This design comes from an exercise in tuning for small area on the open sky130 flow, not from production work. In this exercise RTL edits were held to simulation tests only and were not proved equivalent to the original. Power figures rest on the tool's default switching activity, not on a simulated workload.

`design/flow/flow/run.sh`:
```
#!/bin/bash
# The standard layout (standard.sh) with two changes:
#  1. After the standard synthesis, its combinational logic is mapped again by
#     ABC without the full-adder cells that synthesis extracted (reopt.ys). The
#     registers are untouched: same instances, names and cell types.
#  2. The buffers that buffer_ports puts on the ports use sky130_fd_sc_hd__buf_1.
# Each tool's output goes to a log of its own in this folder.
set -euo pipefail
here=$(cd "$(dirname "$0")" && pwd)
work=$(pwd)
res=$work/orfs/results/$FLOW_PLATFORM/calculator/base
lib=$FLOW_HOME/platforms/$FLOW_PLATFORM/lib/sky130_fd_sc_hd__tt_025C_1v80.lib
yosys=$(command -v yosys || echo "$FLOW_HOME/../tools/install/yosys/bin/yosys")
export BUFFER_PORTS_ARGS="-buffer_cell sky130_fd_sc_hd__buf_1"

# 1. standard synthesis
bash standard.sh synth > synth.log 2>&1
cp "$res/1_2_yosys.v" "$work/standard_synth.v"

# 2. map the combinational logic again
dont_use=$(sed -n '/^export DONT_USE_CELLS/,/^#/p' "$FLOW_HOME/platforms/$FLOW_PLATFORM/config.mk" \
  | grep -o 'sky130_fd_sc_hd__[A-Za-z0-9_]*' | sed 's/^/-dont_use /' | tr '\n' ' ')
script=$(tr -d '\n' < "$here/abc.script" | sed 's/[&|\\]/\\&/g')
sed -e "s|@LIB@|$lib|g" -e "s|@IN@|$work/standard_synth.v|g" -e "s|@OUT@|$work/reopt.v|g" \
    -e "s|@TOP@|$FLOW_TOP|g" -e "s|@DONT_USE@|$dont_use|g" -e "s|@SCRIPT@|$script|g" "$here/reopt.ys" > "$work/reopt_run.ys"
"$yosys" -l "$work/reopt.log" -s "$work/reopt_run.ys" > /dev/null 2>&1
cp "$work/reopt.v" "$res/1_2_yosys.v"
rm -f "$res/1_synth.odb" "$res/1_synth.sdc"

# 3. the rest of the standard layout, from the new netlist
bash standard.sh > layout.log 2>&1
```
`design/flow/flow/abc.script`:
```
strash;&get,-n;&deepsyn,-T,30;&dch,-f;&nf,-R,1000,-p;&put;topo;dnsize;
```
`design/flow/flow/reopt.ys`:
```
# Re-map the combinational cells of a mapped netlist; keep the registers.
read_liberty -ignore_miss_func @LIB@
blackbox sky130_fd_sc_hd__*df* sky130_fd_sc_hd__*dl* sky130_fd_sc_hd__conb_*
read_verilog @IN@
hierarchy -check -top @TOP@
flatten
opt_clean -purge
stat -liberty @LIB@
abc -liberty @LIB@ @DONT_USE@ -script +@SCRIPT@
# the cell types abc used were dropped by hierarchy; reload them as black boxes
read_liberty -lib @LIB@
opt_clean -purge
hilomap -singleton -hicell sky130_fd_sc_hd__conb_1 HI -locell sky130_fd_sc_hd__conb_1 LO
splitnets
opt_clean -purge
stat -liberty @LIB@
check -assert
write_verilog -noattr -nohex -nodec @OUT@
```
`design/flow/standard.sh`:
```
#!/bin/bash
# synth_recipe.tcl (not shown) runs the flow's synth.tcl, then flattens the netlist and writes it again
# the make line also repeats each setting of config.mk as NAME=value (left out here)
make -C /OpenROAD-flow-scripts/flow DESIGN_CONFIG=/design/flow/config.mk WORK_HOME=/design/flow/orfs CLKGATE_MAP_FILE= SYNTH_SCRIPT=/design/flow/synth_recipe.tcl "${@:-finish}"
```
`design/flow/config.mk`:
```
export PLATFORM = sky130hd
export DESIGN_NAME = calculator
export DESIGN_NICKNAME = calculator
export VERILOG_FILES = /design/flow/design.v
export SDC_FILE = /design/flow/constraint.sdc
export NUM_CORES = 4
export LEC_CHECK = 0
export ABC_AREA = 1
export CAP_MARGIN = 0
export CORE_MARGIN = 2
export CORE_UTILIZATION = 40
export SLEW_MARGIN = 0
```
`design/flow/constraint.sdc`:
```
create_clock -name core_clock -period 15.0 [get_ports {clk}]
set_input_delay 3.0000 -clock core_clock [delete_from_list [all_inputs] [get_ports {clk}]]
set_output_delay 3.0000 -clock core_clock [all_outputs]
set_load 0.01 [all_outputs]
```
`design/flow/design.v`:
```
module ALU #(
    parameter [8:0] FAST = 9'b000000000,   
    parameter integer K = 3                
) (
    input  wire [7:0] a,
    input  wire [7:0] b,
    input  wire [2:0] op,
    output wire [7:0] result
);
    wire is_mul = (op == 3'd3);
    wire is_dv  = op[2] & (op[0] ^ op[1]);    
    wire is_div = (op == 3'd5);
    wire inv    = is_dv | (op == 3'd4);       
    wire [7:0] bx = b ^ {8{inv}};
    wire [8:0] nz;
    assign nz[8] = 1'b1;
    genvar w, j;
    generate
        for (w = 7; w >= 1; w = w - 1) begin : g_nz
            assign nz[w] = nz[w + 1] & ~b[w];
        end
    endgenerate
    wire [7:0] q;
    wire [7:0] rr [0:8];
    assign rr[8] = 8'd0;
    wire [K-1:0] rk;    
    generate
        for (w = 1; w <= 8; w = w + 1) begin : g_st
            localparam P = w % 2;              
            wire [w-1:0] t;                     
            wire [w:0]   d;                     
            wire [w-1:0] y;                     
            wire         cin;                   
            if (w == K + 1) begin : g_tk
                assign t[K:1] = rk;
            end else if (w > 1) begin : g_t
                assign t[w-1:1] = rr[9 - w][w-2:0];
            end
            if (w <= K) begin : g_ytop
                assign t[0] = a[8 - w] ^ P[0];
                assign y = ~b[w-1:0] ^ {w{P[0]}};
                assign cin = 1'b1 ^ P[0];
            end else begin : g_y
                assign t[0] = (a[8 - w] & ~is_mul) ^ P[0];
                assign y = bx[w-1:0] ^ {w{P[0]}};
                assign cin = inv ^ P[0];
            end
            if (FAST[w]) begin : g_fast
                wire [w-1:0] tt = t ^ {w{P[0]}};
                wire [w-1:0] yt = y ^ {w{P[0]}};
                assign d = ({1'b0, tt} + {1'b0, yt} + {{w{1'b0}}, cin ^ P[0]}) ^ {(w+1){P[0]}};
            end else begin : g_rip
                wire [w:0] c;
                assign c[0] = cin;
                for (j = 0; j < w; j = j + 1) begin : g_b
                    assign d[j]   = t[j] ^ y[j] ^ c[j];
                    assign c[j+1] = (t[j] & y[j]) | (t[j] & c[j]) | (y[j] & c[j]);
                end
                assign d[w] = c[w];
            end
            wire ge = nz[w] & (d[w] ^ P[0]);
            assign q[8 - w] = ge;
            wire sel;
            if (w <= K) begin : g_stop
                assign sel = ge;
            end else if (w == 8) begin : g_slast
                assign sel = is_mul ? a[0] : is_dv ? ge : 1'b1;
            end else begin : g_smid
                assign sel = is_mul ? a[8 - w] : (is_dv & ge);
            end
            assign rr[8 - w][w-1:0] = ~(sel ? d[w-1:0] : t);
            if (w < 8) begin : g_pad
                assign rr[8 - w][7:w] = {(8 - w){1'b0}};
            end
        end
    endgenerate
    localparam PK = (K + 1) % 2;
    wire [K-1:0] mk = a[7:8-K] * b[K-1:0];
    assign rk = is_mul ? (mk ^ {K{PK[0]}}) : is_dv ? rr[8-K][K-1:0] : (a[7:8-K] ^ {K{PK[0]}});
    assign result = is_div ? q : ~rr[0];
endmodule
module queue_with_controller (
    input  wire       clk,
    input  wire       rst,
    input  wire       shift,
    input  wire [7:0] back,
    input  wire       inc,
    input  wire       dec,
    input  wire       set_err,
    output wire [7:0] a,
    output wire [7:0] b,
    output wire [7:0] tail,
    output reg  [2:0] n,
    output reg        err
);
    reg [7:0] r0, r1, r2, r3, r4;
    always @(posedge clk) begin
        if (shift) begin
            r0 <= back;
            r1 <= r0;
            r2 <= r1;
            r3 <= r2;
            r4 <= r3;
        end
    end
    always @(posedge clk or posedge rst) begin
        if (rst) begin
            n   <= 3'd0;
            err <= 1'b0;
        end else begin
            if (inc)
                n <= n + 3'd1;
            else if (dec)
                n <= n - 3'd1;
            if (set_err)
                err <= 1'b1;
        end
    end
    reg [7:0] ra, rb;
    always @* begin
        case ({n[2], n[0]})
            2'd0: begin ra = r1; rb = r0; end
            2'd1: begin ra = r2; rb = r1; end
            2'd2: begin ra = r3; rb = r2; end
            2'd3: begin ra = r4; rb = r3; end
        endcase
    end
    assign a = ra;
    assign b = rb;
    assign tail = r0;
endmodule
module calculator(
    input wire clk,
    input wire rst,
    input wire[7:0] in,
    input wire[2:0] op,
    input wire apply,
    output wire[7:0] tail,
    output wire empty,
    output wire valid
);
    wire [7:0] a, b, result;
    wire [2:0] n;
    wire err;
    wire go     = apply & ~err;
    wire is_push = (op == 3'd0);
    wire is_pop  = (op == 3'd1);
    wire is_arith = (op != 3'd0) & (op != 3'd1) & (op != 3'd7);
    wire by_div  = op[2] & (op[0] ^ op[1]);
    wire full    = (n == 3'd5);
    wire none    = (n == 3'd0);
    wire two     = n[2] | n[1];            
    wire bzero   = (b == 8'd0);
    wire ok_push  = is_push & ~full;
    wire ok_pop   = is_pop & ~none;
    wire ok_arith = is_arith & two & ~(by_div & bzero);
    wire shift   = go & (ok_push | ok_arith);
    wire inc     = go & ok_push;
    wire dec     = go & (ok_pop | ok_arith);
    wire set_err = go & ~(ok_push | ok_pop | ok_arith);
    queue_with_controller queue (
        .clk(clk), .rst(rst),
        .shift(shift), .back(is_push ? in : result),
        .inc(inc), .dec(dec), .set_err(set_err),
        .a(a), .b(b), .tail(tail), .n(n), .err(err)
    );
    ALU alu (.a(a), .b(b), .op(op), .result(result));
    assign empty = none;
    assign valid = ~err;
endmodule
```
==> metrics.md, run 1 <==
| Metric | Value |
|---|---|
| Share of layout cells above drive strength 1 | 9.69% |
| Nets | 437 |
| GPL Wtd Cong | 0.946 |
| Number of global-route vias before repair | 2726 |
| Row count | 32 |
| Slowest cell delay on critical path | 370 ps |
| GRT overflow | 0 |
| H-tree levels | 2 |
| Worst-margin pin slew | 1090 ps |
| Worst R2R End | queue.r0[4]$_DFFE_PP_ |
| N_diodes | 0 |
| DR vias/cell | 5.73 |
| Outcome | finished clean |
| Fin crit period | 14080 ps |
| Clock sinks | 44 |
| Antenna violations before repair | 0 |
| WHS Path Cells | 0 |
| Io pins | 24 |
| Worst rel slew slack | 27.3% |
| Max_cap viols | 0 |
| CP Capture Type | flop |
| PortBufs | 23 |
| FMAX | 71.0 MHz |
| Final Hold Fails | 0 |
| Worst Hold Launch | queue.r3[0]$_DFFE_PP_ |
| Total GRT Usage | 21.1% |
| Lkg Pwr | 1.30 nW |
| Syn Std Cell Area | 3200 um^2 |
| Hold_buf cts | 0 |
| Critical Path AT | 14120 ps |
| Final WL | 8.97 mm |
| Req. time, crit path | 15040 ps |
| Slew Limit Fails | 0 |
| Die Area | 8740 um^2 |
| Vias | 3007 |
| Final Cell Area | 3700 um^2 |
| Place WS | -19.0 ps |
| Worst hold-check path type | flop to flop |
| Placed cell count | 516 |
| Crit start category | input port |
| Core area | 7730 um^2 |
| Post-route worst setup slack | 921 ps |
| Final Cycle Share | 93.9% |
| Die W | 93.5 um |
| Skew final | 8.77 ps |
| Slowest cell on the critical path | mux2_1 |
| R2R Path Start | queue.n[2]$_DFFE_PP0P_ |
| YS warnings | 2 |
| Peak VDD IR | 32.6 uV |
| Clock buffer depth | 2 |
| DRT antenna net count | 0 |
| Global-route wire length before repair | 14.3 mm |
| Largest net degree at the start of global routing | 41 |
| Root Driver | clkbuf_8 |
| CTS tree | yes |
| CTS Buf Count | 5 |
| Die Ht | 93.5 um |
| Dpl cell area | 3550 um^2 |
| Net count after synthesis | 388 |
| Worst-Skew Late Latency | 290 ps |
| Initial DRC count | 258 |
| Layout area overhead | 15.6% |
| Most frequent CP cell | nand2_1 |
| DRT Pass-1 Iters | 5 |
| Final cell count without fillers | 525 |
| Post-Synthesis Cells | 374 |
| Endpoints failing setup | 0 |
| PnR Total Power | 0.258 mW |
| Initial Util | 41.4% |
| Hold Path End | queue.r4[0]$_DFFE_PP_ |
| # DRC | 0 |
| Flop2flop setup slack | 1420 ps |
| Post-DP HPWL | 6.95 mm |
| WL per Instance | 17.1 um |
| CP Max Fanout | 7 |
| Worst Reg-to-Reg Cells | 78 |
| Clk slew on worst S/H paths | 80 ps |
| Mean post-synth cell area | 8.56 um^2 |
| Hold_ws | 451 ps |
| PwrDens | 69.7 nW/um^2 |
| Crit Path Category | input port to flop |
power by group:
| part | internal [mW] | switching [mW] |
|---|---|---|
| clock | 0.0315 | 0.0384 |
| sequential | 0.133 | 0 |
| combinational | 0.0232 | 0.0319 |
| total | 0.188 | 0.0703 |
layer usage:
layer / global-route usage, % / wire length [um]
met1: 30.0 / 4140
met2: 33.4 / 4160
met3: 2.50 / 482
met4: 6.86 / 195
met5: 0 / 0
worst max-delay path, delay by kind of cell:
| family | cells | cell delay, ps |
|---|---|---|
| fa+ha+maj | 1 | 350 |
| simple gates | 40 | 5080 |
| buf+inv | 4 | 620 |
| xor+xnor | 2 | 320 |
| mux | 2 | 650 |
| compound gates | 23 | 4080 |
flip-flops by register name (all words and copies together), names as in the netlist:
signal	cells
queue.r1	8
queue.r4	8
queue.r0	8
queue.r3	8
queue.r2	8
queue.err	1
queue.n	3
worst max-delay path by stage:
stage | from | end | slack [ps] | cells past startpoint
4_1_cts | op[1] | queue.r0[4]$_DFFE_PP_ | 230 | 74
3_5_place_dp | op[1] | queue.r0[4]$_DFFE_PP_ | -20 | 74
5_1_grt | op[1] | queue.r0[4]$_DFFE_PP_ | -30 | 74
2_1_floorplan | op[0] | queue.r0[4]$_DFFE_PP_ | 600 | 71
6_report | op[1] | queue.r0[4]$_DFFE_PP_ | 920 | 72
3_3_place_gp | op[1] | queue.r0[4]$_DFFE_PP_ | 180 | 73
metrics by stage:
stage | setup TNS [ps] | utilization, %
after detailed placement | -19.0 | 46.0
final | 0 | 47.9
after CTS | 0 | 47.0
after floorplan | 0 | -
after global placement | 0 | 46.0
after global routing | -29.2 | 47.9
timing repair:
action	CTS	global route
gates resized for setup	0	22
setup endpoints to repair	0	8
buffers inserted	0	2
hold endpoints to repair	0	0
layout by cell type, fill, tap and decap left out, types with 6 or more instances in the layout:
cell / instances
and2_0: 8
a22oi_1: 6
and3_1: 7
a21oi_1: 14
a222oi_1: 6
nor3_1: 12
buf_1: 21
nand3_1: 11
o21ai_0: 15
xnor2_1: 29
o22ai_1: 16
xor2_1: 11
edfxtp_1: 40
nand2_1: 58
nor2_1: 58
buf_4: 19
area by class of cell:
| type | instances | area [um^2] |
|---|---|---|
| inverter | 5 | 18.8 |
| multi-input combinational | 325 | 1940 |
| clock buffer | 5 | 68.8 |
| timing repair buffer | 42 | 231 |
| clock inverter | 2 | 12.5 |
| sequential | 44 | 1300 |
| tap | 102 | 128 |
| fill | 758 | 4030 |
==> run 2, diff against run 1 <==
--- a/design/flow/config.mk
+++ b/design/flow/config.mk
@@ -6,7 +6,7 @@
 export NUM_CORES = 4
 export LEC_CHECK = 0
 export ABC_AREA = 1
-export CAP_MARGIN = 0
+export CAP_MARGIN = 20
 export CORE_MARGIN = 2
 export CORE_UTILIZATION = 40
-export SLEW_MARGIN = 0
+export SLEW_MARGIN = 20
==> run 2 against run 1 <==
  * Synthesized area stayed put
  * Still clean on timing, DRC and antenna
  * Routed wire length did not move
  * Fmax stayed put
  * Total power stayed put
  * Cell count stayed put
  * Clock-buffer cell count unchanged
  * Critical path type unchanged
  * Clock skew unchanged
  * Combinational power hardly changed
  * Sequential share of layout area stayed put
  * Flip-flop and latch count unchanged
  * Non-clock buffer count stayed put
==> metrics.md, run 2 <==
| Metric | Value |
|---|---|
| Outcome | finished clean |
| Worst Reg-to-Reg Cells | 78 |
| FMAX | 71.0 MHz |
| Hold_buf cts | 0 |
| Slew Limit Fails | 0 |
| DRT Pass-1 Iters | 5 |
| Layout area overhead | 15.6% |
| Crit path buf inv count | 4 |
| Final WL | 8.97 mm |
| Mean post-synth cell area | 8.56 um^2 |
| PwrDens | 69.7 nW/um^2 |
| Total GRT Usage | 21.1% |
| CTS Buf Count | 5 |
| Crit start category | input port |
| Die W | 93.5 um |
| Nets | 437 |
| Root Driver | clkbuf_8 |
| Share of layout cells above drive strength 1 | 9.69% |
| Clock buffer depth | 2 |
| Post-route worst setup slack | 921 ps |
| Commonest cells after routing, fill and taps aside | nor2_1, nand2_1, edfxtp_1 |
| Initial DRC count | 258 |
| Metal3 WL | 482 um |
| Worst R2R End | queue.r0[4]$_DFFE_PP_ |
| Final Cycle Share | 93.9% |
| Hold_ws | 451 ps |
| H-tree levels | 2 |
| Global-route wire length before repair | 14.3 mm |
| Skew final | 8.77 ps |
| Post-DP HPWL | 6.95 mm |
| Core area | 7730 um^2 |
| DR vias/cell | 5.73 |
| Register area | 1300 um^2 |
| Most frequent CP cell | nand2_1 |
| Lkg Pwr | 1.30 nW |
| Die Area | 8740 um^2 |
| PortBufs | 23 |
| Fin crit period | 14080 ps |
| Net count after synthesis | 388 |
| Clk slew on worst S/H paths | 80 ps |
| Worst-margin pin slew | 1090 ps |
| Vias | 3007 |
| Peak VDD IR | 32.6 uV |
| Antenna violations before repair | 0 |
| Row count | 32 |
| R2R Path Start | queue.n[2]$_DFFE_PP0P_ |
| WL per Instance | 17.1 um |
| Crit Path Category | input port to flop |
| Slowest cell on the critical path | mux2_1 |
| # DRC | 0 |
| Post-Synthesis Cells | 374 |
| Final cell count without fillers | 525 |
| Number of global-route vias before repair | 2726 |
| CTS tree | yes |
| Max layer used | met4 |
| CP Max Fanout | 7 |
| Worst hold-check path type | flop to flop |
| GRT overflow | 0 |
| Critical Path AT | 14120 ps |
| Req. time, crit path | 15040 ps |
| DRT antenna net count | 0 |
| Met2 routed WL | 4.16 mm |
| Clock sinks | 44 |
| FILL cells | 758 |
| WHS Path Cells | 0 |
| Place WS | -19.0 ps |
| Io pins | 24 |
| Final Hold Fails | 0 |
| Hold Path End | queue.r4[0]$_DFFE_PP_ |
| Initial Util | 41.4% |
| YS warnings | 2 |
| Multi-input combinational cell area | 1940 um^2 |
| Worst rel slew slack | 27.3% |
| Metal-1 WL | 4.14 mm |
| N_diodes | 0 |
| Endpoints failing setup | 0 |
| CP Capture Type | flop |
| GPL Wtd Cong | 0.946 |
| Setup tns final | 0 ps |
| Max_cap viols | 0 |
| Worst Hold Launch | queue.r3[0]$_DFFE_PP_ |
| Worst-Skew Late Latency | 290 ps |
| Family with the most delay on the worst path | simple AND/OR/NAND/NOR gates |
| Syn Std Cell Area | 3200 um^2 |
| Slowest cell delay on critical path | 370 ps |
| Largest net degree at the start of global routing | 41 |
| Flop2flop setup slack | 1420 ps |
| Die Ht | 93.5 um |
| Placed cell count | 516 |
| Worst path depth | 72 |
-- run 2: routing by layer --
metal / GRT usage, % / vias up
li1: - / 1485
met1: 30.0 / 1401
met2: 33.4 / 107
met3: 2.50 / 14
met4: 6.86 / 0
met5: 0 / -
-- run 2: repair_timing --
action	in CTS	in global routing
gates resized for setup	0	22
buffers inserted	0	2
setup endpoints to repair	0	8
-- run 2: power by group --
part | internal, mW | leakage [nW] | switching, mW
registers | 0.133 | 0.405 | 0
clock network | 0.0315 | 0.0400 | 0.0384
logic | 0.0232 | 0.854 | 0.0319
total | 0.188 | 1.30 | 0.0703
-- run 2: worst max path at each step --
stage / from / endpoint / slack (ps)
global placement: op[1] / queue.r0[4]$_DFFE_PP_ / 180
CTS: op[1] / queue.r0[4]$_DFFE_PP_ / 230
floorplan: op[0] / queue.r0[4]$_DFFE_PP_ / 600
global route: op[1] / queue.r0[4]$_DFFE_PP_ / -30
detailed placement: op[1] / queue.r0[4]$_DFFE_PP_ / -20
finish: op[1] / queue.r0[4]$_DFFE_PP_ / 920
-- run 2: stage by stage --
| stage | instance area [um^2] | utilization (%) | total power [mW] |
|---|---|---|---|
| 3_5_place_dp | 3550 | 46.0 | 0.188 |
| 5_1_grt | 3700 | 47.9 | 0.269 |
| 2_1_floorplan | 3200 | - | 0.173 |
| 3_3_place_gp | 3550 | 46.0 | 0.187 |
| 6_report | 3700 | 47.9 | 0.258 |
| 4_1_cts | 3630 | 47.0 | 0.256 |
-- run 2: layout make-up --
class / instances / share of cell area [%]
tap: 102 / 3.45
timing repair buffer: 42 / 6.25
multi-input combinational: 325 / 52.5
sequential: 44 / 35.1
clock buffer: 5 / 1.86
inverter: 5 / 0.507
clock inverter: 2 / 0.338
==> run 3, diff against run 2 <==
--- a/design/flow/config.mk
+++ b/design/flow/config.mk
@@ -9,4 +9,6 @@
 export CAP_MARGIN = 20
 export CORE_MARGIN = 2
 export CORE_UTILIZATION = 40
+export CTS_CLUSTER_DIAMETER = 200
+export CTS_CLUSTER_SIZE = 25
 export SLEW_MARGIN = 20
==> run 3 against run 2 <==
  * Routed wire length unchanged
  * Synthesized area is the same
  * Non-clock buffer count did not move
  * Still clean
  * Via count unchanged
  * First-iteration DRC count did not move
  * Synthesized cell count did not move
  * Clock power is essentially flat
  * Global-route usage unchanged
  * Fmax unchanged
  * Critical path type unchanged
  * Flip-flop and latch count is the same
==> metrics.md, run 3 <==
| Metric | Value |
|---|---|
| Outcome | finished clean |
| CTS Buf Count | 5 |
| DR vias/cell | 5.73 |
| Post-route worst setup slack | 921 ps |
| Total GRT Usage | 21.1% |
| Commonest cells after routing, fill and taps aside | nor2_1, nand2_1, edfxtp_1 |
| Place WS | -19.0 ps |
| Peak VDD IR | 32.6 uV |
| CP Capture Type | flop |
| Initial Util | 41.4% |
| Post-Synthesis Cells | 374 |
| Max_cap viols | 0 |
| Crit start category | input port |
| GPL Wtd Cong | 0.946 |
| PnR Total Power | 0.258 mW |
| Hold_buf cts | 0 |
| DRT Pass-1 Iters | 5 |
| Logic pwr share | 21.3% |
| GRT overflow | 0 |
| PwrDens | 69.7 nW/um^2 |
| Row count | 32 |
| Final Hold Fails | 0 |
| GR peak layer | met2 |
| Io pins | 24 |
| YS warnings | 2 |
| Met1 usage in global routing | 30.0% |
| Hold_ws | 451 ps |
| CTS tree | yes |
| Most frequent CP cell | nand2_1 |
| Worst-Skew Late Latency | 290 ps |
| Root Driver | clkbuf_8 |
| WL per Instance | 17.1 um |
| Slew Limit Fails | 0 |
| Largest net degree at the start of global routing | 41 |
| Met3 Resource Use GR | 2.50% |
| FMAX | 71.0 MHz |
| Layout area overhead | 15.6% |
| Antenna violations before repair | 0 |
| Mean post-synth cell area | 8.56 um^2 |
| Share of layout cells above drive strength 1 | 9.69% |
| Met2 Track Usage GR | 33.4% |
| Setup tns final | 0 ps |
| Slowest cell delay on critical path | 370 ps |
| Clock sinks | 44 |
| Crit Path Category | input port to flop |
| Pint | 0.188 mW |
| Die Ht | 93.5 um |
| Nets | 437 |
| Vias | 3007 |
| Clock buffer depth | 2 |
| PortBufs | 23 |
| Skew final | 8.77 ps |
| # DRC | 0 |
| CP Max Fanout | 7 |
| Worst rel slew slack | 27.3% |
| Net count after synthesis | 388 |
| Worst-margin pin slew | 1090 ps |
| Slowest cell on the critical path | mux2_1 |
| Clk slew on worst S/H paths | 80 ps |
| Initial DRC count | 258 |
| Critical Path AT | 14120 ps |
| Final WL | 8.97 mm |
| Net Sw Frac | 27.2% |
| N_diodes | 0 |
| H-tree levels | 2 |
| Worst hold-check path type | flop to flop |
| Post-DP HPWL | 6.95 mm |
| Fin crit period | 14080 ps |
| Die W | 93.5 um |
| Req. time, crit path | 15040 ps |
| Psw | 0.0703 mW |
| Die Area | 8740 um^2 |
| Seq pwr share | 51.6% |
| Global-route wire length before repair | 14.3 mm |
| Clk pwr share | 27.1% |
| Number of global-route vias before repair | 2726 |
| Final Cycle Share | 93.9% |
| Endpoints failing setup | 0 |
| Core area | 7730 um^2 |
| DRT antenna net count | 0 |
| Lkg Pwr | 1.30 nW |
| Syn Std Cell Area | 3200 um^2 |
[run 3: cell counts in the layout (fill, tap and decap cells not counted)]
No cell type changed its count.
[run 3: final timing paths]
| path | from | endpoint | slack (ps) | cells after the start |
|---|---|---|---|---|
| hold / removal | queue.r3[0]$_DFFE_PP_ | queue.r4[0]$_DFFE_PP_ | 450 | 0 |
| setup / recovery | op[1] | queue.r0[4]$_DFFE_PP_ | 920 | 72 |
| min in group asynchronous | rst | queue.n[1]$_DFFE_PP0P_ | 2540 | 2 |
| hold reg to reg | queue.r3[0]$_DFFE_PP_ | queue.r4[0]$_DFFE_PP_ | 450 | 0 |
| setup reg to reg | queue.n[2]$_DFFE_PP0P_ | queue.r0[4]$_DFFE_PP_ | 1420 | 78 |
| max in group asynchronous | rst | queue.err$_DFFE_PP0P_ | 12350 | 2 |
[run 3: what timing repair did]
item,in CTS,in global routing
setup buffers,0,2
resized for setup,0,22
setup endpoints to repair,0,8
[run 3: per-stage QoR]
| stage | area (um^2) | instances | util [%] |
|---|---|---|---|
| after global routing | 3700 | 525 | 47.9 |
| after detailed placement | 3550 | 516 | 46.0 |
| final | 3700 | 525 | 47.9 |
| after CTS | 3630 | 523 | 47.0 |
| after floorplan | 3200 | 374 | - |
| after global placement | 3550 | 516 | 46.0 |
[run 3: layout make-up]
type	instances	area, um^2
Clock buffer	5	68.8
Tap cell	102	128
Fill cell	758	4030
Timing Repair Buffer	42	231
Clock inverter	2	12.5
Multi-Input combinational cell	325	1940
Inverter	5	18.8
Sequential cell	44	1300
[run 3: per-layer routing]
layer / part of all wire [%] / vias up
li1: - / 1485
met1: 46 / 1401
met2: 46 / 107
met3: 5.4 / 14
met4: 2.2 / 0
met5: 0 / -
[run 3: power groups by stage]
stage,Sequential (mW),Clock (mW),Combinational [mW]
after floorplan,0.136,0,0.0370
after global placement,0.136,0,0.0513
after detailed placement,0.136,0,0.0521
after CTS,0.133,0.0704,0.0523
after global routing,0.133,0.0753,0.0609
final,0.133,0.0700,0.0551
[run 3: worst max-delay path, delay by kind of cell]
| family | cells | cell delay (ps) |
|---|---|---|
| buffers and inverters | 4 | 620 |
| adders and majority gates | 1 | 350 |
| and+or+nand+nor | 40 | 5080 |
| AOI/OAI and AO/OA | 23 | 4080 |
| muxes | 2 | 650 |
| xor gates and xnor gates | 2 | 320 |
==> run 4, diff against run 3 <==
--- a/design/flow/config.mk
+++ b/design/flow/config.mk
@@ -9,6 +9,6 @@
 export CAP_MARGIN = 20
 export CORE_MARGIN = 2
 export CORE_UTILIZATION = 40
-export CTS_CLUSTER_DIAMETER = 200
-export CTS_CLUSTER_SIZE = 25
+export CTS_BUF_LIST = sky130_fd_sc_hd__clkbuf_4 sky130_fd_sc_hd__clkbuf_8
+export CTS_CLUSTER_SIZE = 12
 export SLEW_MARGIN = 20
==> run 4 against run 3 <==
  * Still clean on timing, DRC and antenna
  * Sequential power about the same
  * Combinational power about the same
  * Global-route usage unchanged
  * Worst hold slack unchanged
  * Total power unchanged
  * Critical path type unchanged
  * Largest cell class unchanged
  * Largest power group unchanged
==> metrics.md, run 4 <==
| Metric | Value |
|---|---|
| PnR Total Power | 0.258 mW |
| Antenna violations before repair | 0 |
| Crit Path Category | input port to flop |
| Post-DP HPWL | 6.95 mm |
| FILL cells | 758 |
| Slowest cell on the critical path | mux2_1 |
| Flop2flop setup slack | 1420 ps |
| Row count | 32 |
| Register area | 1300 um^2 |
| Crit start category | input port |
| Hold_buf cts | 0 |
| Net count after synthesis | 388 |
| Worst-margin pin slew | 1090 ps |
| Mean post-synth cell area | 8.56 um^2 |
| Total GRT Usage | 21.1% |
| Largest net degree at the start of global routing | 41 |
| Nets | 437 |
| Layout area overhead | 15.6% |
| FMAX | 71.0 MHz |
| CP Max Fanout | 7 |
| Endpoints failing setup | 0 |
| Final Hold Fails | 0 |
| DR vias/cell | 5.73 |
| Skew final | 8.77 ps |
| Clock sinks | 44 |
| # DRC | 0 |
| H-tree levels | 2 |
| Clock buffer depth | 2 |
| R2R Path Start | queue.n[2]$_DFFE_PP0P_ |
| Critical Path AT | 14120 ps |
| Worst R2R End | queue.r0[4]$_DFFE_PP_ |
| CP Capture Type | flop |
| CTS tree | yes |
| GPL Wtd Cong | 0.946 |
| Fin crit period | 14080 ps |
| Max_cap viols | 0 |
| Worst Reg-to-Reg Cells | 78 |
| PwrDens | 69.7 nW/um^2 |
| DRT Pass-1 Iters | 5 |
| YS warnings | 2 |
| Core area | 7730 um^2 |
| Worst rel slew slack | 27.3% |
| Lkg Pwr | 1.30 nW |
| Place WS | -19.0 ps |
| N_diodes | 0 |
| Worst hold-check path type | flop to flop |
| Peak VDD IR | 32.6 uV |
| Crit path capture | queue.r0[4]$_DFFE_PP_ |
| Share of layout cells above drive strength 1 | 9.69% |
| Die Ht | 93.5 um |
| GRT overflow | 0 |
| Post-Synthesis Cells | 374 |
| DRT antenna net count | 0 |
| Commonest cells after routing, fill and taps aside | nor2_1, nand2_1, edfxtp_1 |
| Die Area | 8740 um^2 |
| Io pins | 24 |
| Final WL | 8.97 mm |
| WL per Instance | 17.1 um |
| Req. time, crit path | 15040 ps |
| PortBufs | 23 |
| Initial Util | 41.4% |
| Most frequent CP cell | nand2_1 |
| Slew Limit Fails | 0 |
| Final Cycle Share | 93.9% |
| Global-route wire length before repair | 14.3 mm |
| Slowest cell delay on critical path | 370 ps |
| Vias | 3007 |
| Outcome | finished clean |
| Multi-input combinational cell area | 1940 um^2 |
| Number of global-route vias before repair | 2726 |
| CTS Buf Count | 5 |
| Clk slew on worst S/H paths | 80 ps |
| Die W | 93.5 um |
| Post-route worst setup slack | 921 ps |
| Root Driver | clkbuf_8 |
| Initial DRC count | 258 |
| Setup crit start | op[1] |
| Syn Std Cell Area | 3200 um^2 |
| Worst-Skew Late Latency | 290 ps |
-- run 4: how the worst min path moves through the flow --
stage                          startpoint               endpoint  depth (start not counted)
finish              queue.r3[0]$_DFFE_PP_  queue.r4[0]$_DFFE_PP_                          0
global placement    queue.r1[0]$_DFFE_PP_  queue.r2[0]$_DFFE_PP_                          0
floorplan           queue.r1[0]$_DFFE_PP_  queue.r2[0]$_DFFE_PP_                          0
global route        queue.r1[0]$_DFFE_PP_  queue.r2[0]$_DFFE_PP_                          0
CTS                 queue.r3[0]$_DFFE_PP_  queue.r4[0]$_DFFE_PP_                          0
detailed placement  queue.r1[0]$_DFFE_PP_  queue.r2[0]$_DFFE_PP_                          0
-- run 4: area by class of cell --
type,instances,area share [%]
clock buffers,5,1.86
clock inverters,2,0.338
inverters,5,0.507
multi-input cells,325,52.5
flip-flops and latches,44,35.1
well taps,102,3.45
repair buffers,42,6.25
-- run 4: what timing repair did --
action | CTS | global route
setup endpoints to repair | 0 | 8
resized for setup | 0 | 22
setup buffers | 0 | 2
-- run 4: critical path, delay by kind of cell --
family	cells	cell delay, ps
buffers and inverters	4	620
multiplexers	2	650
AO/OA/AOI/OAI	23	4080
adder cells (fa/ha/maj)	1	350
AND/OR/NAND/NOR	40	5080
XOR/XNOR	2	320
-- run 4: per-layer routing --
metal	part of all wire, %	vias to the layer above	wire (um)	global-route usage (%)
met5	0	-	0	0
met3	5.4	14	482	2.50
met2	46	107	4160	33.4
li1	-	1485	-	-
met4	2.2	0	195	6.86
met1	46	1401	4140	30.0
-- run 4: report_power, final --
part           leakage, nW  internal, mW  switching [mW]  total [mW]
sequential           0.405         0.133               0       0.133
clock               0.0400        0.0315          0.0384      0.0700
combinational        0.854        0.0232          0.0319      0.0551
total                 1.30         0.188          0.0703       0.258
-- run 4: through the flow --
step                instances  hold slack (ps)  area [um^2]  setup TNS, ps  util [%]
floorplan                 374              426         3200              0         -
global placement          516              430         3550              0      46.0
detailed placement        516              436         3550          -19.0      46.0
CTS                       523              454         3630              0      47.0
global route              525              478         3700          -29.2      47.9
finish                    525              451         3700              0      47.9
==> run 5, diff against run 4 <==
==> design/flow/flow/abc.script (replaced) <==
strash;&get,-n;&deepsyn,-T,30;&dch,-f;&nf,-R,1000,-p;&put;strash;&get,-n;&deepsyn,-T,30;&dch,-f;&nf,-R,1000,-p;&put;topo;dnsize;
--- a/design/flow/config.mk
+++ b/design/flow/config.mk
@@ -9,6 +9,4 @@
 export CAP_MARGIN = 20
 export CORE_MARGIN = 2
 export CORE_UTILIZATION = 40
-export CTS_BUF_LIST = sky130_fd_sc_hd__clkbuf_4 sky130_fd_sc_hd__clkbuf_8
-export CTS_CLUSTER_SIZE = 12
 export SLEW_MARGIN = 20
==> run 5 against run 4 <==
  * Worst setup slack better by 280 ps
  * Cell count decreased by 0.19%
  * Fmax up 2.1%
  * Critical path type unchanged
  * Final area up 0.17%
  * Routed wire length is 3.3% higher
  * Clock-buffer cell count stayed put
  * Combinational power is 0.7% lower
==> metrics.md, run 5 <==
| Metric | Value |
|---|---|
| Io pins | 24 |
| Die W | 93.6 um |
| Crit start category | input port |
| Final cell count without fillers | 524 |
| CTS tree | yes |
| Die Area | 8760 um^2 |
| Antenna violations before repair | 0 |
| Lkg Pwr | 1.29 nW |
| Hold Path End | queue.r2[0]$_DFFE_PP_ |
| Net Sw Frac | 26.8% |
| Final Hold Fails | 0 |
| Req. time, crit path | 15040 ps |
| Worst Hold Launch | queue.r1[0]$_DFFE_PP_ |
| CTS Buf Count | 5 |
| Largest net degree at the start of global routing | 41 |
| WL per Instance | 17.7 um |
| Placed cell count | 514 |
| Syn Std Cell Area | 3210 um^2 |
| Peak VDD IR | 37.2 uV |
| # DRC | 0 |
| Register area | 1300 um^2 |
| Nets | 435 |
| Max_cap viols | 0 |
| CP Max Fanout | 8 |
| Total GRT Usage | 21.5% |
| CP Capture Type | flop |
| DR vias/cell | 5.93 |
| WHS Path Cells | 0 |
| PortBufs | 23 |
| R2R Path Start | queue.n[0]$_DFFE_PP0P_ |
| Die Ht | 93.6 um |
| Flop2flop setup slack | 1480 ps |
| Clk pwr share | 32.7% |
| GRT overflow | 0 |
| Worst R2R End | queue.r0[3]$_DFFE_PP_ |
| Multi-input combinational cell area | 1940 um^2 |
| GPL Wtd Cong | 0.957 |
| Clk slew on worst S/H paths | 90 ps |
| Net count after synthesis | 390 |
| DRT Pass-1 Iters | 5 |
| Final WL | 9.27 mm |
| FMAX | 72.5 MHz |
| N_diodes | 0 |
| Initial Util | 41.3% |
| Worst-Skew Late Latency | 300 ps |
| PwrDens | 75.2 nW/um^2 |
| Slew Limit Fails | 0 |
| Commonest cells after routing, fill and taps aside | nand2_1, nor2_1, edfxtp_1 |
| Skew final | 10.3 ps |
| Clock buffer depth | 2 |
| DRT antenna net count | 0 |
| Slowest cell delay on critical path | 380 ps |
| Outcome | finished clean |
| Most common cell after layout, fill and taps aside | nand2_1 |
| Mean post-synth cell area | 8.54 um^2 |
| Worst rel slew slack | 47.6% |
| Worst-margin pin slew | 785 ps |
| Slowest cell on the critical path | maj3_1 |
| Root Driver | clkbuf_8 |
| Clock sinks | 44 |
| Psw | 0.0746 mW |
| Number of global-route vias before repair | 2829 |
| Final Cycle Share | 92.0% |
| Initial DRC count | 356 |
| Post-Synthesis Cells | 376 |
| Logic pwr share | 19.6% |
| Most frequent CP cell | nand2_1 |
| Layout area overhead | 15.5% |
| Row count | 32 |
| H-tree levels | 2 |
| Core area | 7770 um^2 |
| Setup tns final | 0 ps |
| Pint | 0.204 mW |
| Worst Reg-to-Reg Cells | 76 |
| YS warnings | 2 |
| Seq pwr share | 47.7% |
| Vias | 3107 |
| Share of layout cells above drive strength 1 | 7.58% |
| Worst hold-check path type | flop to flop |
| Post-DP HPWL | 7.19 mm |
| Endpoints failing setup | 0 |
| Crit Path Category | input port to flop |
| Critical Path AT | 13830 ps |
| Global-route wire length before repair | 14.6 mm |
| Fin crit period | 13800 ps |
| FILL cells | 794 |
| Hold_buf cts | 0 |
-- run 5: power groups by stage --
stage	sequential [mW]	clock [mW]	combinational (mW)
final	0.133	0.0910	0.0547
after global routing	0.133	0.0960	0.0607
after CTS	0.133	0.0918	0.0530
after detailed placement	0.136	0	0.0526
after global placement	0.136	0	0.0520
after floorplan	0.136	0	0.0369
-- run 5: metal layers --
layer  part of all wire [%]  global-route usage (%)  wire, um  vias to the layer above
met2                     45                    32.4      4160                      115
met5                      0                       0         0                        -
met1                     48                    31.6      4480                     1488
met3                    4.5                    3.06       415                       14
met4                    2.3                    7.25       211                        0
li1                       -                       -         -                     1490
-- run 5: worst max path at each step --
stage | slack [ps] | end | depth (start not counted) | start
2_1_floorplan | 1570 | queue.r0[4]$_DFFE_PP_ | 68 | op[0]
3_3_place_gp | 640 | queue.r0[3]$_DFFE_PP_ | 72 | op[1]
3_5_place_dp | 440 | queue.r0[3]$_DFFE_PP_ | 71 | op[1]
4_1_cts | 670 | queue.r0[3]$_DFFE_PP_ | 71 | op[1]
5_1_grt | -3 | queue.r0[3]$_DFFE_PP_ | 71 | op[1]
6_report | 1200 | queue.r0[3]$_DFFE_PP_ | 70 | op[0]
-- run 5: metrics by stage --
step / setup slack, ps / cell area, um^2 / power, mW / util (%) / hold slack (ps)
2_1_floorplan: 1570 / 3210 / 0.173 / - / 426
3_3_place_gp: 637 / 3530 / 0.188 / 45.4 / 447
6_report: 1200 / 3710 / 0.279 / 47.7 / 460
5_1_grt: -2.66 / 3710 / 0.290 / 47.7 / 467
4_1_cts: 674 / 3640 / 0.278 / 46.9 / 460
3_5_place_dp: 440 / 3530 / 0.188 / 45.4 / 447
-- run 5: what timing repair did --
item,4_1_cts,5_1_grt
resized for setup,0,12
setup endpoints to repair,0,8
buffers inserted,0,1
-- run 5: final cells by class --
cell class	instances	share of cell area [%]
multi-input combinational	330	52.3
inverter	2	0.202
clock inverter	3	1.15
sequential	44	35.1
timing repair buffer	38	5.97
clock buffer	5	1.86
tap	102	3.44
-- run 5: critical path: cells and delay by family --
| family | cells | cell delay, ps |
|---|---|---|
| muxes | 1 | 290 |
| buffers and inverters | 2 | 340 |
| xor gates and xnor gates | 2 | 320 |
| adders and majority gates | 1 | 380 |
| AOI/OAI and AO/OA | 21 | 4140 |
| and+or+nand+nor | 43 | 5330 |
==> run 6, diff against run 5 <==
==> design/flow/flow/abc.script (replaced) <==
strash;&get,-n;&deepsyn,-T,30;&dch,-f;&nf,-R,1000,-p;&put;topo;buffer,-p;upsize,-D,12000;dnsize,-D,12000;
--- a/design/flow/config.mk
+++ b/design/flow/config.mk
@@ -9,4 +9,5 @@
 export CAP_MARGIN = 20
 export CORE_MARGIN = 2
 export CORE_UTILIZATION = 40
+export GPL_TIMING_DRIVEN = 0
 export SLEW_MARGIN = 20
==> run 6 against run 5 <==
  * Combinational power grew 4.0%
  * Cell count increased by 0.38%
  * Die area rose by 0.52%
  * Utilization increased by 1.0 points
  * Via count fell by 0.71%
  * Still clean
  * Synthesized cell count rose by 1.3%
  * Largest power group unchanged
  * Flip-flop and latch count stayed put
  * Highest routed layer unchanged
  * Critical path type unchanged
  * Register-to-register slack lost 260 ps
  * Worst hold slack gained 7.4 ps
  * Clock-buffer cell count did not move
  * Synthesized area rose by 0.55%
==> metrics.md, run 6 <==
| Metric | Value |
|---|---|
| H-tree levels | 2 |
| Core area | 7770 um^2 |
| Worst rel slew slack | 22.7% |
| Max_cap viols | 0 |
| Largest net degree at the start of global routing | 22 |
| Fin crit period | 14250 ps |
| Clock buffer depth | 2 |
| Row count | 32 |
| R2R Path Start | queue.n[2]$_DFFE_PP0P_ |
| Total GRT Usage | 21.3% |
| Met2 Track Usage GR | 33.0% |
| Endpoints failing setup | 0 |
| Worst R2R End | queue.r0[4]$_DFFE_PP_ |
| FILL cells | 765 |
| Met1 usage in global routing | 30.6% |
| Setup crit start | op[0] |
| Peak VDD IR | 41.2 uV |
| WL per Instance | 17.6 um |
| Global-route wire length before repair | 14.7 mm |
| FMAX | 70.2 MHz |
| Req. time, crit path | 15060 ps |
| Syn Std Cell Area | 3230 um^2 |
| Crit path capture | queue.r0[4]$_DFFE_PP_ |
| Most frequent CP cell | nor2_1 |
| Crit start category | input port |
| Worst Reg-to-Reg Cells | 78 |
| Met3 Resource Use GR | 2.73% |
| Initial Util | 41.6% |
| Initial DRC count | 161 |
| CP Max Fanout | 8 |
| YS warnings | 2 |
| Root Driver | clkbuf_8 |
| N_diodes | 0 |
| PwrDens | 74.3 nW/um^2 |
| Place WS | -1690 ps |
| Worst Hold Launch | queue.r1[0]$_DFFE_PP_ |
| GR peak layer | met2 |
| Post-Synthesis Cells | 381 |
| Util after Layout | 48.8% |
| Dpl cell area | 3480 um^2 |
| Number of global-route vias before repair | 2842 |
| DR vias/cell | 5.87 |
| Commonest cells after routing, fill and taps aside | nor2_1, nand2_1, edfxtp_1 |
| Die W | 93.8 um |
| Worst-margin pin slew | 1150 ps |
| Clock sinks | 44 |
| Critical Path AT | 14310 ps |
| Slowest cell delay on critical path | 380 ps |
| Skew final | 14.3 ps |
| Net count after synthesis | 395 |
| Multi-input combinational cell area | 2000 um^2 |
| Final Cell Area | 3790 um^2 |
| PnR Total Power | 0.282 mW |
| Final Cycle Share | 95.0% |
| DRT antenna net count | 0 |
| DRT Pass-1 Iters | 6 |
| Most common cell after layout, fill and taps aside | nor2_1 |
| Nets | 437 |
| Final WL | 9.27 mm |
| Clk slew on worst S/H paths | 90 ps |
| Io pins | 24 |
| Mean post-synth cell area | 8.47 um^2 |
| Die Ht | 93.8 um |
| WHS Path Cells | 0 |
| Outcome | finished clean |
| GPL Wtd Cong | 0.955 |
| Flop2flop setup slack | 1220 ps |
| Slew Limit Fails | 0 |
| CTS Buf Count | 5 |
| Vias | 3085 |
| Register area | 1300 um^2 |
| Slowest cell on the critical path | mux2_2 |
| Die Area | 8810 um^2 |
| Share of layout cells above drive strength 1 | 11.1% |
| Setup tns final | 0 ps |
| Antenna violations before repair | 0 |
| GRT overflow | 0 |
| Final Hold Fails | 0 |
| Lkg Pwr | 1.34 nW |
| Crit Path Category | input port to flop |
| CTS tree | yes |
| Post-route worst setup slack | 750 ps |
| Worst hold-check path type | flop to flop |
| CP Capture Type | flop |
| Layout area overhead | 17.3% |
| PortBufs | 23 |
| Worst-Skew Late Latency | 300 ps |
| Post-DP HPWL | 6.93 mm |
| # DRC | 0 |
[run 6: area by class of cell]
class                           instances  area share (%)
Buffer                                  6           0.595
Clock buffer                            5            1.82
Clock inverter                          3            1.12
Inverter                                5           0.496
Multi-Input combinational cell        325            52.8
Sequential cell                        44            34.4
Tap cell                              102            3.37
Timing Repair Buffer                   36            5.48
[run 6: how the worst min path moves through the flow]
stage / to
floorplan: queue.r2[0]$_DFFE_PP_
detailed placement: queue.r4[0]$_DFFE_PP_
finish: queue.r2[0]$_DFFE_PP_
global route: queue.r2[0]$_DFFE_PP_
global placement: queue.r4[0]$_DFFE_PP_
CTS: queue.r4[0]$_DFFE_PP_
[run 6: worst max-delay path: cells and delay by family]
kind,cells,cell delay [ps]
mux,2,630
fa+ha+maj,1,350
xor+xnor,2,290
buf+inv,1,150
simple gates,42,5670
compound gates,23,4180
[run 6: metal layers]
layer  part of all wire, %  vias to the layer above
met5                     0                        -
met3                   4.2                       16
met4                   1.9                        0
li1                      -                     1483
met1                    48                     1502
met2                    46                       84
[run 6: power by group]
| group | internal [mW] | switching (mW) | leakage [nW] | total, mW |
|---|---|---|---|---|
| sequential | 0.133 | 0 | 0.405 | 0.133 |
| combinational | 0.0235 | 0.0334 | 0.883 | 0.0569 |
| clock | 0.0494 | 0.0422 | 0.0558 | 0.0915 |
[run 6: timing repair]
action | 4_1_cts | 5_1_grt
setup endpoints to repair | 8 | 8
pin swaps | 2 | 8
gates cloned | 0 | 0
setup buffers | 1 | 11
hold buffers | 0 | 0
gates resized for setup | 10 | 19
[run 6: per-stage QoR]
step | instances | hold slack, ps
2_1_floorplan | 381 | 426
3_3_place_gp | 506 | 436
3_5_place_dp | 507 | 435
4_1_cts | 515 | 462
5_1_grt | 526 | 486
6_report | 526 | 467
==> run 7, diff against run 6 <==
--- a/design/flow/config.mk
+++ b/design/flow/config.mk
@@ -9,5 +9,4 @@
 export CAP_MARGIN = 20
 export CORE_MARGIN = 2
 export CORE_UTILIZATION = 40
-export GPL_TIMING_DRIVEN = 0
 export SLEW_MARGIN = 20
==> run 7 against run 6 <==
  * Still clean
  * Sequential share of layout area up 0.25 points
  * Flip-flop and latch count stayed put
  * Final area fell by 0.73%
  * Critical path type unchanged
  * Largest cell class unchanged
==> metrics.md, run 7 <==
| Metric | Value |
|---|---|
| Outcome | finished clean |
| # DRC | 0 |
| Post-Synthesis Cells | 381 |
| CTS tree | yes |
| Clk pwr share | 32.4% |
| Worst-Skew Late Latency | 290 ps |
| Util after Layout | 48.4% |
| Worst hold-check path type | flop to flop |
| Row count | 32 |
| Net Sw Frac | 26.1% |
| PnR Total Power | 0.279 mW |
| Commonest cells after routing, fill and taps aside | nor2_1, nand2_1, edfxtp_1 |
| Slowest cell on the critical path | mux2_2 |
| Initial Util | 41.6% |
| PwrDens | 74.1 nW/um^2 |
| Antenna violations before repair | 0 |
| DR vias/cell | 5.66 |
| Hold Path End | queue.r2[0]$_DFFE_PP_ |
| Most common cell after layout, fill and taps aside | nor2_1 |
| Vias | 2986 |
| DRT Pass-1 Iters | 4 |
| Clock buffer depth | 2 |
| Crit path buf inv count | 2 |
| Most frequent CP cell | nor2_1 |
| FMAX | 71.7 MHz |
| Post-DP HPWL | 6.92 mm |
| Logic pwr share | 19.9% |
| Req. time, crit path | 15040 ps |
| Share of layout cells above drive strength 1 | 11.3% |
| Dpl cell area | 3540 um^2 |
| Number of global-route vias before repair | 2865 |
| Placed cell count | 515 |
| Final cell count without fillers | 528 |
| PortBufs | 23 |
| Core area | 7770 um^2 |
| WL per Instance | 17.3 um |
| Final Cycle Share | 93.0% |
| Mean post-synth cell area | 8.47 um^2 |
| Peak VDD IR | 34.4 uV |
| Skew final | 4.85 ps |
| CP Max Fanout | 8 |
| Slowest cell delay on critical path | 370 ps |
| DRT antenna net count | 0 |
| N_diodes | 0 |
| Slew Limit Fails | 0 |
| Largest net degree at the start of global routing | 41 |
| Lkg Pwr | 1.36 nW |
| Clock sinks | 44 |
| Crit Path Category | input port to flop |
| GRT overflow | 0 |
| Net count after synthesis | 395 |
| Layout area overhead | 16.5% |
| Max_cap viols | 0 |
| Final Hold Fails | 0 |
| Endpoints failing setup | 0 |
| Pint | 0.206 mW |
| Syn Std Cell Area | 3230 um^2 |
| Io pins | 24 |
| Die Ht | 93.8 um |
| Worst-margin pin slew | 983 ps |
| Hold_ws | 462 ps |
| GPL Wtd Cong | 0.902 |
| H-tree levels | 2 |
| Seq pwr share | 47.8% |
| YS warnings | 2 |
| Clk slew on worst S/H paths | 90 ps |
| Die W | 93.8 um |
| Total GRT Usage | 21.6% |
| Flop2flop setup slack | 1560 ps |
| Final Cell Area | 3760 um^2 |
| Worst rel slew slack | 34.0% |
| Die Area | 8810 um^2 |
| Critical Path AT | 14000 ps |
| Worst R2R End | queue.r0[4]$_DFFE_PP_ |
| Final WL | 9.11 mm |
| Initial DRC count | 248 |
| Worst Hold Launch | queue.r1[0]$_DFFE_PP_ |
| Psw | 0.0728 mW |
| R2R Path Start | queue.n[0]$_DFFE_PP0P_ |
| Root Driver | clkbuf_8 |
| Fin crit period | 13960 ps |
| Nets | 439 |
| Worst Reg-to-Reg Cells | 79 |
| Family with the most delay on the worst path | simple AND/OR/NAND/NOR gates |
| WHS Path Cells | 0 |
| Global-route wire length before repair | 14.7 mm |
| Crit start category | input port |
| CTS Buf Count | 5 |
| CP Capture Type | flop |
[run 7: worst max path at each step]
| stage | cells after the start | endpoint | slack, ps | from |
|---|---|---|---|---|
| after floorplan | 72 | queue.r0[4]$_DFFE_PP_ | 820 | op[0] |
| after global routing | 73 | queue.r0[4]$_DFFE_PP_ | -60 | op[1] |
| after detailed placement | 73 | queue.r0[4]$_DFFE_PP_ | 170 | op[1] |
| after global placement | 73 | queue.r0[4]$_DFFE_PP_ | 350 | op[1] |
| final | 73 | queue.r0[4]$_DFFE_PP_ | 1040 | op[1] |
| after CTS | 73 | queue.r0[4]$_DFFE_PP_ | 420 | op[1] |
[run 7: what timing repair did]
item / 4_1_cts / 5_1_grt
gates resized for setup: 0 / 18
hold buffers: 0 / 0
setup buffers: 0 / 4
setup endpoints to repair: 0 / 8
[run 7: worst reg2reg max path, delay by kind of cell, from the launching register on]
family	cells	cell delay [ps]
adders and majority gates	1	350
xor gates and xnor gates	2	380
buffers and inverters	1	170
muxes	2	620
and+or+nand+nor	46	6650
AOI/OAI and AO/OA	27	4480
DFF	1	500
[run 7: metrics by stage]
step	TNS [ps]	setup slack [ps]
final	0	1040
after global routing	-63.1	-63.1
after CTS	0	420
after detailed placement	0	170
after global placement	0	351
after floorplan	0	822
[run 7: power groups by stage]
stage	clock network [mW]	logic, mW	registers (mW)
floorplan	0	0.0377	0.136
global placement	0	0.0521	0.136
finish	0.0903	0.0554	0.133
global route	0.0952	0.0617	0.133
detailed placement	0	0.0529	0.136
CTS	0.0902	0.0531	0.133
[run 7: layout make-up]
type | count | area [um^2]
clock buffer | 6 | 72.6
fill | 771 | 4010
inverter | 5 | 18.8
multi-input combinational | 325 | 1950
clock inverter | 2 | 35.0
tap | 102 | 128
timing repair buffer | 44 | 258
sequential | 44 | 1300
[run 7: metal layers]
layer	track usage (%)	vias up	routed length [um]
met4	5.80	0	144
li1	-	1490	-
met3	3.13	12	470
met1	30.5	1391	4300
met5	0	-	0
met2	34.5	93	4190
==> run 8, diff against run 7 <==
==> design/flow/flow/abc.script (replaced) <==
strash;&get,-n;&deepsyn,-T,30;&dch,-f;&nf,-R,1000,-p;&put;topo;dnsize;
--- a/design/flow/config.mk
+++ b/design/flow/config.mk
@@ -9,4 +9,5 @@
 export CAP_MARGIN = 20
 export CORE_MARGIN = 2
 export CORE_UTILIZATION = 40
+export PLACE_DENSITY = 0.8
 export SLEW_MARGIN = 20
==> run 8 against run 7 <==
  * Still clean
  * Sequential power barely moved
  * Synthesized area fell by 0.81%
  * Clock-buffer cell count did not move
  * Critical endpoint unchanged
  * Highest routed layer unchanged
  * Total power fell by 5.7%
==> metrics.md, run 8 <==
| Metric | Value |
|---|---|
| Hold_ws | 465 ps |
| Peak VDD IR | 35.2 uV |
| Max_cap viols | 0 |
| Global-route wire length before repair | 14.6 mm |
| Layout area overhead | 16.4% |
| Post-DP HPWL | 7.01 mm |
| PwrDens | 70.5 nW/um^2 |
| Initial DRC count | 351 |
| Lkg Pwr | 1.30 nW |
| Slew Limit Fails | 0 |
| Req. time, crit path | 15060 ps |
| Psw | 0.0743 mW |
| Setup crit start | op[0] |
| H-tree levels | 2 |
| Final WL | 9.37 mm |
| Slowest cell on the critical path | a2111oi_2 |
| Flop2flop setup slack | 1220 ps |
| Final Cell Area | 3730 um^2 |
| PnR Total Power | 0.263 mW |
| CP Max Fanout | 5 |
| Worst rel slew slack | 28.6% |
| GRT overflow | 0 |
| DRT antenna net count | 0 |
| Seq pwr share | 50.6% |
| FMAX | 70.7 MHz |
| Slowest cell delay on critical path | 370 ps |
| Mean post-synth cell area | 8.56 um^2 |
| Vias | 3221 |
| DR vias/cell | 6.11 |
| Logic pwr share | 21.2% |
| Net count after synthesis | 388 |
| Clk slew on worst S/H paths | 90 ps |
| PortBufs | 23 |
| Final cell count without fillers | 527 |
| Die W | 93.5 um |
| Total GRT Usage | 21.3% |
| Initial Util | 41.4% |
| DRT Pass-1 Iters | 6 |
| Dpl cell area | 3540 um^2 |
| Worst Hold Launch | queue.r3[0]$_DFFE_PP_ |
| Endpoints failing setup | 0 |
| Number of global-route vias before repair | 2882 |
| # DRC | 0 |
| Crit path capture | queue.r0[4]$_DFFE_PP_ |
| Share of layout cells above drive strength 1 | 9.65% |
| Largest net degree at the start of global routing | 41 |
| Worst Reg-to-Reg Cells | 80 |
| YS warnings | 2 |
| Skew final | 7.57 ps |
| Place WS | -281 ps |
| WL per Instance | 17.8 um |
| R2R Path Start | queue.n[0]$_DFFE_PP0P_ |
| Final Cycle Share | 94.3% |
| Net Sw Frac | 28.3% |
| Clock buffer depth | 2 |
| WHS Path Cells | 0 |
| N_diodes | 0 |
| Clock sinks | 44 |
| Die Ht | 93.5 um |
| Crit Path Category | input port to flop |
| Hold_buf cts | 0 |
| CTS tree | yes |
| Post-route worst setup slack | 848 ps |
| Clk pwr share | 28.1% |
| CTS Buf Count | 5 |
| Antenna violations before repair | 0 |
| Worst hold-check path type | flop to flop |
| Fin crit period | 14150 ps |
| Row count | 32 |
| Post-Synthesis Cells | 374 |
| Root Driver | clkbuf_8 |
| Outcome | finished clean |
| Worst R2R End | queue.r0[4]$_DFFE_PP_ |
| CP Capture Type | flop |
| Nets | 438 |
| Die Area | 8740 um^2 |
| Core area | 7730 um^2 |
| Placed cell count | 514 |
| Commonest cells after routing, fill and taps aside | nor2_1, nand2_1, edfxtp_1 |
| Final Hold Fails | 0 |
| Pint | 0.189 mW |
| FILL cells | 762 |
| Syn Std Cell Area | 3200 um^2 |
| Multi-input combinational cell area | 1960 um^2 |
| Io pins | 24 |
| Register area | 1300 um^2 |
| Critical Path AT | 14220 ps |
| Worst-margin pin slew | 1070 ps |
| Crit start category | input port |
| Worst-Skew Late Latency | 310 ps |
| GPL Wtd Cong | 0.919 |
[run 8: worst min path at each step]
stage | end | slack [ps]
after floorplan | queue.r2[0]$_DFFE_PP_ | 430
after global placement | queue.r2[0]$_DFFE_PP_ | 440
after detailed placement | queue.r4[0]$_DFFE_PP_ | 450
after CTS | queue.r4[0]$_DFFE_PP_ | 470
after global routing | queue.r4[0]$_DFFE_PP_ | 490
final | queue.r4[0]$_DFFE_PP_ | 470
[run 8: what timing repair did]
| item | CTS | global route |
|---|---|---|
| endpoints found under the hold margin | 0 | 0 |
| setup endpoints to repair | 1 | 8 |
| pin swaps | 0 | 4 |
| setup buffers | 0 | 5 |
| resized for setup | 1 | 22 |
[run 8: worst max-delay path, delay by kind of cell]
kind	cells	cell delay, ps
and+or+nand+nor	43	5450
muxes	2	610
adders and majority gates	1	350
xor gates and xnor gates	2	280
buffers and inverters	4	550
AOI/OAI and AO/OA	22	3930
[run 8: final cells by class]
type | instances | area share, %
Tap cell | 102 | 3.43
Sequential cell | 44 | 34.9
Clock inverter | 2 | 0.302
Inverter | 5 | 0.504
Clock buffer | 6 | 1.95
Timing Repair Buffer | 43 | 6.35
Multi-Input combinational cell | 325 | 52.6
[run 8: metal layers]
layer	up-vias	global-route usage [%]	share of wire, %
met5	-	0	0
met1	1546	27.4	41
met2	158	36.7	48
met4	0	8.21	3.7
li1	1486	-	-
met3	31	2.42	7.2
[run 8: per-stage QoR]
| stage | TNS, ps | utilization, % |
|---|---|---|
| finish | 0 | 48.2 |
| global placement | 0 | 45.8 |
| detailed placement | -891 | 45.8 |
| CTS | 0 | 46.9 |
| global route | -43.6 | 48.2 |
| floorplan | 0 | - |
[run 8: power groups by stage]
| stage | logic (mW) | registers (mW) | clock network, mW |
|---|---|---|---|
| final | 0.0558 | 0.133 | 0.0739 |
| after global routing | 0.0607 | 0.133 | 0.0781 |
| after floorplan | 0.0370 | 0.136 | 0 |
| after detailed placement | 0.0518 | 0.136 | 0 |
| after CTS | 0.0521 | 0.133 | 0.0726 |
| after global placement | 0.0502 | 0.136 | 0 |
==> run 9, diff against run 8 <==
--- a/design/flow/config.mk
+++ b/design/flow/config.mk
@@ -9,5 +9,5 @@
 export CAP_MARGIN = 20
 export CORE_MARGIN = 2
 export CORE_UTILIZATION = 40
-export PLACE_DENSITY = 0.8
+export PLACE_DENSITY = 0.45
 export SLEW_MARGIN = 20
==> run 9 against run 8 <==
  * Still clean on timing, DRC and antenna
  * Sequential power is essentially flat
  * Critical path depth down 3
  * Clock-buffer cell count is 1 lower
  * Global-route usage up 1.8 points
  * Via count shrank 4.4%
  * Synthesized area unchanged
  * Critical endpoint unchanged
  * Highest routed layer unchanged
==> metrics.md, run 9 <==
| Metric | Value |
|---|---|
| Vias | 3079 |
| H-tree levels | 2 |
| Final WL | 9.69 mm |
| Core area | 7730 um^2 |
| Worst Hold Launch | queue.r3[0]$_DFFE_PP_ |
| Initial DRC count | 222 |
| YS warnings | 2 |
| Slowest cell delay on critical path | 430 ps |
| Layout area overhead | 19.3% |
| Nets | 452 |
| PwrDens | 68.5 nW/um^2 |
| Die Ht | 93.5 um |
| Mean post-synth cell area | 8.56 um^2 |
| FMAX | 72.2 MHz |
| Met3 Resource Use GR | 2.98% |
| Number of global-route vias before repair | 2859 |
| Skew final | 8.71 ps |
| Slew Limit Fails | 0 |
| Worst rel slew slack | 45.4% |
| Worst hold-check path type | flop to flop |
| Io pins | 24 |
| Outcome | finished clean |
| Syn Std Cell Area | 3200 um^2 |
| Met2 Track Usage GR | 38.1% |
| Hold_buf cts | 0 |
| CP Capture Type | flop |
| CTS Buf Count | 5 |
| Antenna violations before repair | 0 |
| Total GRT Usage | 23.1% |
| Peak VDD IR | 32.8 uV |
| RSZ-0062 raised after global routing | false |
| DRT antenna net count | 0 |
| Die Area | 8740 um^2 |
| WL per Instance | 18.0 um |
| Critical Path AT | 13890 ps |
| CP Max Fanout | 6 |
| PortBufs | 23 |
| Met1 usage in global routing | 32.1% |
| Crit start category | input port |
| CTS tree | yes |
| Global-route wire length before repair | 15.4 mm |
| Largest net degree at the start of global routing | 41 |
| Most common cell after layout, fill and taps aside | nor2_1 |
| Crit Path Category | input port to flop |
| R2R Path Start | queue.n[2]$_DFFE_PP0P_ |
| Fin crit period | 13840 ps |
| Clk slew on worst S/H paths | 80 ps |
| Lkg Pwr | 1.36 nW |
| Root Driver | clkbuf_8 |
| Share of layout cells above drive strength 1 | 11.9% |
| Post-route worst setup slack | 1160 ps |
| GPL Wtd Cong | 0.902 |
| Endpoints failing setup | 0 |
| GRT overflow | 0 |
| Post-Synthesis Cells | 374 |
| Max_cap viols | 0 |
| Final Cycle Share | 92.3% |
| PnR Total Power | 0.262 mW |
| Place WS | 218 ps |
| Slowest cell on the critical path | o21ai_0 |
| Post-DP HPWL | 7.54 mm |
| Worst-Skew Late Latency | 290 ps |
| Req. time, crit path | 15050 ps |
| Clock buffer depth | 2 |
| DR vias/cell | 5.70 |
| Commonest cells after routing, fill and taps aside | nor2_1, nand2_1, edfxtp_1 |
| Worst-margin pin slew | 817 ps |
| DRT Pass-1 Iters | 5 |
| Clock sinks | 44 |
| Setup crit start | op[1] |
| Net count after synthesis | 388 |
| Die W | 93.5 um |
| Final Hold Fails | 0 |
| # DRC | 0 |
| Initial Util | 41.4% |
| N_diodes | 0 |
| Row count | 32 |
| Setup tns final | 0 ps |
| GR peak layer | met2 |
[run 9: timing repair]
item                                    in CTS  in global routing
endpoints found under the setup margin       0                  8
gates resized for setup                      0                 17
buffers inserted                             0                  2
[run 9: stage by stage]
stage          hold WS [ps]  cells  util [%]  cell area, um^2
2_1_floorplan           426    374         -             3200
6_report                461    540      49.4             3820
3_3_place_gp            439    530      47.3             3660
5_1_grt                 487    540      49.4             3820
4_1_cts                 464    537      48.4             3740
3_5_place_dp            443    530      47.3             3660
[run 9: critical path: cells and delay by family]
kind                     cells  cell delay [ps]
AND/OR/NAND/NOR             37             4570
multiplexers                 2              600
adder cells (fa/ha/maj)      1              350
XOR/XNOR                     3              470
AO/OA/AOI/OAI               23             4130
buffers and inverters        5              720
[run 9: cell type report]
| cell class | count | area, um^2 |
|---|---|---|
| Clock buffer | 5 | 68.8 |
| Clock inverter | 2 | 12.5 |
| Fill cell | 788 | 3910 |
| Inverter | 5 | 18.8 |
| Multi-Input combinational cell | 325 | 1930 |
| Sequential cell | 44 | 1300 |
| Tap cell | 102 | 128 |
| Timing Repair Buffer | 57 | 362 |
[run 9: path summary, 6_finish.rpt]
check                                          to  slack (ps)  cells past startpoint
hold / removal              queue.r4[0]$_DFFE_PP_         460                      0
setup reg to reg            queue.r0[4]$_DFFE_PP_        1490                     80
max in group asynchronous  queue.n[2]$_DFFE_PP0P_       12350                      2
hold reg to reg             queue.r4[0]$_DFFE_PP_         460                      0
setup / recovery            queue.r0[4]$_DFFE_PP_        1160                     71
min in group asynchronous  queue.n[1]$_DFFE_PP0P_        2530                      2
[run 9: per-layer routing]
layer | vias to the layer above | part of all wire (%) | routed length [um]
met5 | - | 0 | 0
met2 | 80 | 49 | 4730
met4 | 0 | 1.3 | 123
li1 | 1516 | - | -
met3 | 7 | 3.7 | 354
met1 | 1476 | 46 | 4490
[run 9: power by group]
part           internal, mW  switching (mW)
registers             0.133               0
clock network        0.0316          0.0395
logic                0.0247          0.0328

[port drivers added, routing unchanged]
The flow's constraints put no driver on any port. The routed layouts listed below were extracted and timed again, unchanged, in two steps.
Step 1 sets driving cells, clkbuf_16 on the clock port and buf_2 on the other inputs (assumed; they add their load-dependent delay and slew).
Step 2 also shifts input and output timing later by t, the mid clock arrival at the registers, as if the neighbouring blocks saw the same clock.
Three values: ideal, step 1, step 2; two values: the first two.
run	shift t [ns]	setup WS [ns]	hold WS [ns]	worst setup path at the end	latest minus earliest clock arrival (ns)
run 1	0.315	0.921 / 0.929 / 0.615	0.451 / 0.451 / 0.451	input to register	0.009 / 0.009
run 2	0.315	0.921 / 0.929 / 0.615	0.451 / 0.451 / 0.451	input to register	0.009 / 0.009
run 3	0.315	0.921 / 0.929 / 0.615	0.451 / 0.451 / 0.451	input to register	0.009 / 0.009
run 4	0.315	0.921 / 0.929 / 0.615	0.451 / 0.451 / 0.451	input to register	0.009 / 0.009
run 5	0.324	1.204 / 1.207 / 0.883	0.460 / 0.460 / 0.460	input to register	0.011 / 0.011
run 6	0.328	0.750 / 0.761 / 0.433	0.467 / 0.467 / 0.467	input to register	0.015 / 0.014
run 7	0.320	1.044 / 1.047 / 0.728	0.462 / 0.462 / 0.462	input to register	0.005 / 0.005
run 8	0.327	0.848 / 0.850 / 0.523	0.465 / 0.465 / 0.465	input to register	0.008 / 0.008
run 9	0.321	1.159 / 1.165 / 0.845	0.461 / 0.461 / 0.461	input to register	0.009 / 0.009
After both steps every run listed still meets setup and hold. For run 8, which loses most, drivers alone change the setup slack by +0.002 ns; drivers and shift together by -0.325 ns.
